Context: an optimization exercise on an open-source flow, tuned for small area. The choices shown serve that exercise and are no tape-out recipe. Function was checked by simulation only, so behaviour that the tests miss may differ from the original.

==> nickel: inputs <==
==> flow/design.v <==
module cmd_ctrl_top #(
    parameter       p_clk_freq  = 50000000,
    parameter       p_baud_freq = 115200
) (
    input           i_clk,
    input           i_rst,
    output          o_tx,
    input           i_rx
);
localparam [8:0] L_TICK = 9'b001001101;    
localparam [8:0] L_LAST = 9'b010110110;    
reg  [8:0] rxp;
reg  [3:0] rxs;
reg  [7:0] rxd;
wire       rx_idle = (rxs[3:1] == 3'b001);      
wire       rx_tick = (rxp == L_TICK);
wire       rx_done = (rxs == 4'd2);
wire       freeze;
always @(posedge i_clk) begin
    if (~i_rst | (i_rx & rx_idle) | (rxp == L_LAST))
        rxp <= 9'd0;
    else
        rxp <= {rxp[7:0], ~(rxp[8] ^ rxp[4])};
end
always @(posedge i_clk or negedge i_rst) begin
    if (~i_rst)
        rxs <= 4'd3;
    else if (rx_tick | rx_done) case (rxs)
        4'd3:  rxs <= 4'd8;
        4'd8:  rxs <= 4'd9;
        4'd9:  rxs <= 4'd10;
        4'd10: rxs <= 4'd11;
        4'd11: rxs <= 4'd12;
        4'd12: rxs <= 4'd13;
        4'd13: rxs <= 4'd14;
        4'd14: rxs <= 4'd15;
        4'd15: rxs <= 4'd0;
        4'd0:  rxs <= 4'd1;
        4'd1:  rxs <= 4'd2;
        default: rxs <= 4'd3;
    endcase
end
always @(posedge i_clk) begin
    if (rx_tick & rxs[3] & ~freeze)
        rxd <= {i_rx, rxd[7:1]};
end
wire [3:0] lo = rxd[3:0];
wire       is_dig = (rxd[7:4] == 4'h3) & ~(lo[3] & (lo[2] | lo[1]));
wire       is_let = (rxd[7:4] == 4'h4) & ~lo[3] & (lo[2:0] != 3'b000) & (lo[2:0] != 3'b111);
wire [3:0] rx_hex = is_dig ? (lo[3] ? {1'b1, lo[0], lo[0], lo[0]} : lo) :
                    is_let ? {1'b1, lo[2:0]} : 4'b1110;
reg  [8:0] txp;
reg  [3:0] ts;
wire       tx_tick = (txp == L_TICK);
wire       tx_rise = (ts == 4'd2);
wire       tx_go;
wire [7:0] ch;
wire       par;
always @(posedge i_clk) begin
    if (~i_rst | (txp == L_LAST))
        txp <= 9'd0;
    else
        txp <= {txp[7:0], ~(txp[8] ^ txp[4])};
end
always @(posedge i_clk or negedge i_rst) begin
    if (~i_rst)
        ts <= 4'd1;
    else if (tx_tick | tx_rise) case (ts)
        4'd1:  ts <= 4'd2;
        4'd2:  ts <= 4'd3;
        4'd3:  ts <= tx_go ? 4'd7 : 4'd3;
        4'd7:  ts <= 4'd8;
        4'd8:  ts <= 4'd9;
        4'd9:  ts <= 4'd10;
        4'd10: ts <= 4'd11;
        4'd11: ts <= 4'd12;
        4'd12: ts <= 4'd13;
        4'd13: ts <= 4'd14;
        4'd14: ts <= 4'd15;
        4'd15: ts <= 4'd0;
        default: ts <= 4'd1;
    endcase
end
wire tx_out = ts[3]        ? ch[ts[2:0]] :
              (ts == 4'd7) ? 1'b0 :
              (ts == 4'd0) ? par :
                             1'b1;
localparam [2:0] I_C = 3'd0, I_CR = 3'd1, I_G = 3'd2, I_L = 3'd3,
                 I_LF = 3'd4, I_X = 3'd5, I_D2 = 3'd6, I_H = 3'd7;
localparam [4:0]
    S_CMD  = {I_C,  2'd3},
    S_D0   = {I_G,  2'd3},
    S_PROC = {I_L,  2'd3},
    S_R0   = {I_CR, 2'd3},
    S_IDLE = {I_X,  2'd3},
    S_D2   = {I_D2, 2'd3},
    S_D1   = {I_H,  2'd3};
reg  [4:0] st;
reg        ca;       
reg        cb;       
reg  [7:0] r_reg;
reg  [3:0] pb_hi;    
wire [2:0] idx = st[4:2];
wire [1:0] ph  = st[1:0];
wire       in_w = (ph == 2'd2);
assign tx_go = in_w;
always @(posedge i_clk or negedge i_rst) begin
    if (~i_rst)
        st <= S_IDLE;
    else if (ph == 2'd0)
        st <= {idx, 2'd1};
    else if (ph == 2'd1)
        st <= {idx, 2'd2};
    else if (ph == 2'd2) begin
        if (tx_rise) case (idx)
            I_C:     st <= ca ? S_D2 : S_D0;
            I_G:     st <= S_PROC;
            I_L:     st <= {I_H, 2'd0};
            I_H:     st <= S_R0;
            I_CR:    st <= {I_LF, 2'd0};
            default: st <= S_IDLE;
        endcase
    end
    else case (st)
        S_IDLE:  if (rx_done) st <= S_CMD;
        S_CMD:   st <= (ca | cb) ? {I_C, 2'd0} : S_D0;
        S_D2:    if (rx_done) st <= S_D1;
        S_D1:    if (rx_done) st <= S_D0;
        S_D0:    st <= cb ? {I_G, 2'd0} : S_PROC;
        S_PROC:  st <= cb ? {I_L, 2'd0} : S_R0;
        S_R0:    st <= (ca | cb) ? {I_CR, 2'd0} : S_IDLE;
        default: st <= S_IDLE;
    endcase
end
always @(posedge i_clk) begin
    if (st == S_IDLE) begin
        ca <= (rxd == 8'h70) | (rxd == 8'h77);
        cb <= (rxd == 8'h70) | (rxd == 8'h72);
    end
end
always @(posedge i_clk or negedge i_rst) begin
    if (~i_rst)
        r_reg <= 8'd0;
    else if (((st == S_D2) | (st == S_D1)) & rx_done & ~cb)
        r_reg <= {r_reg[3:0], rx_hex};
end
always @(posedge i_clk) begin
    if ((st == S_D2) & rx_done)
        pb_hi <= rx_hex;
end
wire ping = ca & cb;
assign freeze = ping & (idx[2:1] == 2'b01);
wire [3:0] dig = ~idx[2] ? (ping ? rx_hex : r_reg[3:0])
                         : (ping ? pb_hi  : r_reg[7:4]);
wire       dl  = dig[3] & (dig[2:0] != 3'b000) & (dig[2:0] != 3'b111);
wire       d9  = (dig == 4'b1111);
wire [7:0] dig_ch = {1'b0, dl, ~dl, ~dl, dig[3] & ~dl, dig[2] & ~d9, dig[1] & ~d9, dig[0]};
reg        dig_par;
always @(*) begin
    case (dig)
        4'b0000, 4'b0011, 4'b0101, 4'b0110, 4'b1111,
        4'b1001, 4'b1010, 4'b1100: dig_par = 1'b0;
        default:                   dig_par = 1'b1;
    endcase
end
assign ch = (idx == I_C)  ? 8'h3A :
            (idx == I_G)  ? 8'h3E :
            (idx == I_CR) ? 8'h0D :
            (idx == I_LF) ? 8'h0A :
                            dig_ch;
assign par = (idx == I_C)  ? 1'b0 :
             (idx == I_G)  ? 1'b1 :
             (idx == I_CR) ? 1'b1 :
             (idx == I_LF) ? 1'b0 :
                             dig_par;
wire lb = ~(in_w | ((idx == I_L) & (ph != 2'd3)) | ((st == S_R0) & ~cb));
assign o_tx = lb ? i_rx : tx_out;
endmodule
==> flow/flow/run.sh <==
#!/bin/bash
# Standard layout, except that synthesis maps the logic with an area-oriented
# ABC script (flow/area.abc) in place of ORFS's speed script. Registers,
# their names and cell types are those of the standard synthesis.
set -euo pipefail
W=$(pwd)
sed "s#SYNTH_SCRIPT=[^ ]*#SYNTH_SCRIPT=$W/flow/synth_wrap.tcl#" standard.sh > run_standard.sh
grep -q "synth_wrap.tcl" run_standard.sh
export FLOW_ABC_SCRIPT="$W/flow/area.abc"
export FLOW_SYNTH_TCL="$W/synth_recipe.tcl"
bash run_standard.sh > "$W/make_flow.log" 2>&1
==> flow/flow/area.abc <==
&get -n
&st
&syn2
&dch -f
&nf -R 1000
&put
==> flow/flow/synth_wrap.tcl <==
# synth_recipe.tcl with the final technology mapping's ABC script replaced.
proc abc {args} {
  set i [lsearch -exact $args -script]
  if { $i >= 0 } {
    set args [lreplace $args $i [expr { $i + 1 }]]
  }
  yosys abc -script $::env(FLOW_ABC_SCRIPT) {*}$args
}
source $::env(FLOW_SYNTH_TCL)
==> flow/standard.sh <==
#!/bin/bash
# synth_recipe.tcl (not shown) runs the flow's synth.tcl, then flattens the netlist and writes it again
# the make line also repeats each setting of config.mk as NAME=value (left out here)
make -C /OpenROAD-flow-scripts/flow DESIGN_CONFIG=/design/flow/config.mk WORK_HOME=/design/flow/orfs CLKGATE_MAP_FILE= SYNTH_SCRIPT=/design/flow/synth_recipe.tcl "${@:-finish}"
==> flow/config.mk <==
export PLATFORM = sky130hd
export DESIGN_NAME = cmd_ctrl_top
export DESIGN_NICKNAME = cmd_ctrl_top
export VERILOG_FILES = /design/flow/design.v
export SDC_FILE = /design/flow/constraint.sdc
export NUM_CORES = 4
export LEC_CHECK = 0
export CAP_MARGIN = 20
export CORE_MARGIN = 2
export CORE_UTILIZATION = 40
export SLEW_MARGIN = 20
==> flow/constraint.sdc <==
create_clock -name core_clock -period 20.0 [get_ports {i_clk}]
set_input_delay 4.0000 -clock core_clock [delete_from_list [all_inputs] [get_ports {i_clk}]]
set_output_delay 4.0000 -clock core_clock [all_outputs]
set_load 0.01 [all_outputs]
==> inputs of violet, as changes to nickel <==
==> flow/design.v, changed modules only <==
module cmd_ctrl_top #(
    parameter       p_clk_freq  = 50000000,
    parameter       p_baud_freq = 115200
) (
    input           i_clk,
    input           i_rst,
    output          o_tx,
    input           i_rx
);
localparam [8:0] L_TICK = 9'b001001101;    
localparam [8:0] L_LAST = 9'b010110110;    
reg  [8:0] rxp;
reg  [3:0] rxs;
reg  [7:0] rxd;
wire       rx_idle = (rxs[3:1] == 3'b001);      
wire       rx_tick = (rxp == L_TICK);
wire       rx_done = (rxs == 4'd2);
wire       freeze;
always @(posedge i_clk) begin
    if (~i_rst | (i_rx & rx_idle) | (rxp == L_LAST))
        rxp <= 9'd0;
    else
        rxp <= {rxp[7:0], ~(rxp[8] ^ rxp[4])};
end
always @(posedge i_clk or negedge i_rst) begin
    if (~i_rst)
        rxs <= 4'd3;
    else if (rx_tick | rx_done)
        rxs <= (rxs == 4'd3) ? 4'd8 : rxs + 1'b1;
end
always @(posedge i_clk) begin
    if (rx_tick & rxs[3] & ~freeze)
        rxd <= {i_rx, rxd[7:1]};
end
wire [3:0] rx_hex =
    (rxd[7:4] == 4'h3 && rxd[3:0] <= 4'h9)                     ? rxd[3:0] :
    (rxd[7:4] == 4'h4 && rxd[3:0] >= 4'h1 && rxd[3:0] <= 4'h5) ? rxd[3:0] + 4'h9 :
                                                                 4'hF;
reg  [8:0] txp;
reg  [3:0] ts;
wire       tx_tick = (txp == L_TICK);
wire       tx_rise = (ts == 4'd2);
wire       tx_go;
wire [7:0] ch;
always @(posedge i_clk) begin
    if (~i_rst | (txp == L_LAST))
        txp <= 9'd0;
    else
        txp <= {txp[7:0], ~(txp[8] ^ txp[4])};
end
always @(posedge i_clk or negedge i_rst) begin
    if (~i_rst)
        ts <= 4'd1;
    else if (tx_tick | tx_rise) begin
        if (ts == 4'd3)
            ts <= tx_go ? 4'd7 : 4'd3;
        else
            ts <= ts + 1'b1;
    end
end
wire tx_out = ts[3]        ? ch[ts[2:0]] :
              (ts == 4'd7) ? 1'b0 :
              (ts == 4'd0) ? ^ch :
                             1'b1;
localparam [2:0] I_C = 3'd0, I_CR = 3'd1, I_G = 3'd2, I_L = 3'd3,
                 I_LF = 3'd4, I_X = 3'd5, I_D2 = 3'd6, I_H = 3'd7;
localparam [4:0]
    S_CMD  = {I_C,  2'd3},
    S_D0   = {I_G,  2'd3},
    S_PROC = {I_L,  2'd3},
    S_R0   = {I_CR, 2'd3},
    S_IDLE = {I_X,  2'd3},
    S_D2   = {I_D2, 2'd3},
    S_D1   = {I_H,  2'd3};
reg  [4:0] st;
reg        ca;       
reg        cb;       
reg  [7:0] r_reg;
reg  [3:0] pb_hi;    
wire [2:0] idx = st[4:2];
wire [1:0] ph  = st[1:0];
wire       in_w = (ph == 2'd2);
assign tx_go = in_w;
always @(posedge i_clk or negedge i_rst) begin
    if (~i_rst)
        st <= S_IDLE;
    else if (ph == 2'd0 || ph == 2'd1)
        st <= st + 1'b1;
    else if (ph == 2'd2) begin
        if (tx_rise) case (idx)
            I_C:     st <= ca ? S_D2 : S_D0;
            I_G:     st <= S_PROC;
            I_L:     st <= {I_H, 2'd0};
            I_H:     st <= S_R0;
            I_CR:    st <= {I_LF, 2'd0};
            default: st <= S_IDLE;
        endcase
    end
    else case (st)
        S_IDLE:  if (rx_done) st <= S_CMD;
        S_CMD:   st <= (ca | cb) ? {I_C, 2'd0} : S_D0;
        S_D2:    if (rx_done) st <= S_D1;
        S_D1:    if (rx_done) st <= S_D0;
        S_D0:    st <= cb ? {I_G, 2'd0} : S_PROC;
        S_PROC:  st <= cb ? {I_L, 2'd0} : S_R0;
        S_R0:    st <= (ca | cb) ? {I_CR, 2'd0} : S_IDLE;
        default: st <= S_IDLE;
    endcase
end
always @(posedge i_clk) begin
    if (st == S_IDLE) begin
        ca <= (rxd == 8'h70) | (rxd == 8'h77);
        cb <= (rxd == 8'h70) | (rxd == 8'h72);
    end
end
always @(posedge i_clk or negedge i_rst) begin
    if (~i_rst)
        r_reg <= 8'd0;
    else if (((st == S_D2) | (st == S_D1)) & rx_done & ~cb)
        r_reg <= {r_reg[3:0], rx_hex};
end
always @(posedge i_clk) begin
    if ((st == S_D2) & rx_done)
        pb_hi <= rx_hex;
end
wire ping = ca & cb;
assign freeze = ping & (idx[2:1] == 2'b01);
wire [3:0] dig  = ~idx[2] ? (ping ? rx_hex : r_reg[3:0])
                          : (ping ? pb_hi  : r_reg[7:4]);
wire [7:0] dig_ch = (dig <= 4'h9) ? {4'h3, dig} : {4'h4, dig - 4'h9};
assign ch = (idx == I_C)  ? 8'h3A :
            (idx == I_G)  ? 8'h3E :
            (idx == I_CR) ? 8'h0D :
            (idx == I_LF) ? 8'h0A :
                            dig_ch;
wire lb = ~(in_w | ((idx == I_L) & (ph != 2'd3)) | ((st == S_R0) & ~cb));
assign o_tx = lb ? i_rx : tx_out;
endmodule
==> flow/run.sh (new file) <==
#!/bin/bash
# synth_recipe.tcl (not shown) runs the flow's synth.tcl, then flattens the netlist and writes it again
# the make line also repeats each setting of config.mk as NAME=value (left out here)
make -C /OpenROAD-flow-scripts/flow DESIGN_CONFIG=/design/flow/config.mk WORK_HOME=/design/flow/orfs CLKGATE_MAP_FILE= SYNTH_SCRIPT=/design/flow/synth_recipe.tcl finish
removed: flow/flow/run.sh
removed: flow/flow/area.abc
removed: flow/flow/synth_wrap.tcl
removed: flow/standard.sh
==> flow_metrics.tcl <==
set metrics [dict create \
    outcome "complete, no violations" \
    hold_path_end "txp[3]" \
    met2_length_um 2130 \
    p_comb_share_pct 9.2 \
    synthCells 261 \
    whs_ns 0.458 \
    clk_latency_ns 0.30 \
    drt_iter0_drc 145 \
    synth_area_leaders "edfxtp_1, dfxtp_1, dfrtp_1" \
    grt_usage_pct 14.5 \
]
That was nickel.
==> flow_metrics.tcl <==
set metrics [dict create \
    outcome "complete, no violations" \
    drt_iter0_drc 140 \
    whs_ns 0.473 \
    clk_latency_ns 0.31 \
    hold_path_end "rxd[5]" \
    grt_usage_pct 15.6 \
]
That was violet.

[port drivers added, routing unchanged]
Ports are ideal in the flow. The routed layouts listed here were re-timed in OpenROAD.
Step 1 assumes that a clkbuf_16 drives the clock port and a buf_2 every other input.
Step 2, shift: input delay + t, output delay - t, t = (earliest + latest rising clock arrival at the registers) / 2. This alone moves slack from input paths to output paths.
Slacks: no drivers / after step 1 / after step 2; pairs: no drivers / after step 1.
run	t, ns	setup WS [ns]	worst setup path at the end	worst slew at a driven data input, ns
nickel	0.324	10.643 / 10.621 / 10.621	input to output	0.03
violet	0.339	10.641 / 10.618 / 10.618	input to output	0.03
After both steps setup and hold are still met in every run listed. For violet, which loses most, drivers alone change the setup slack by -0.023 ns; drivers and shift together by -0.023 ns.
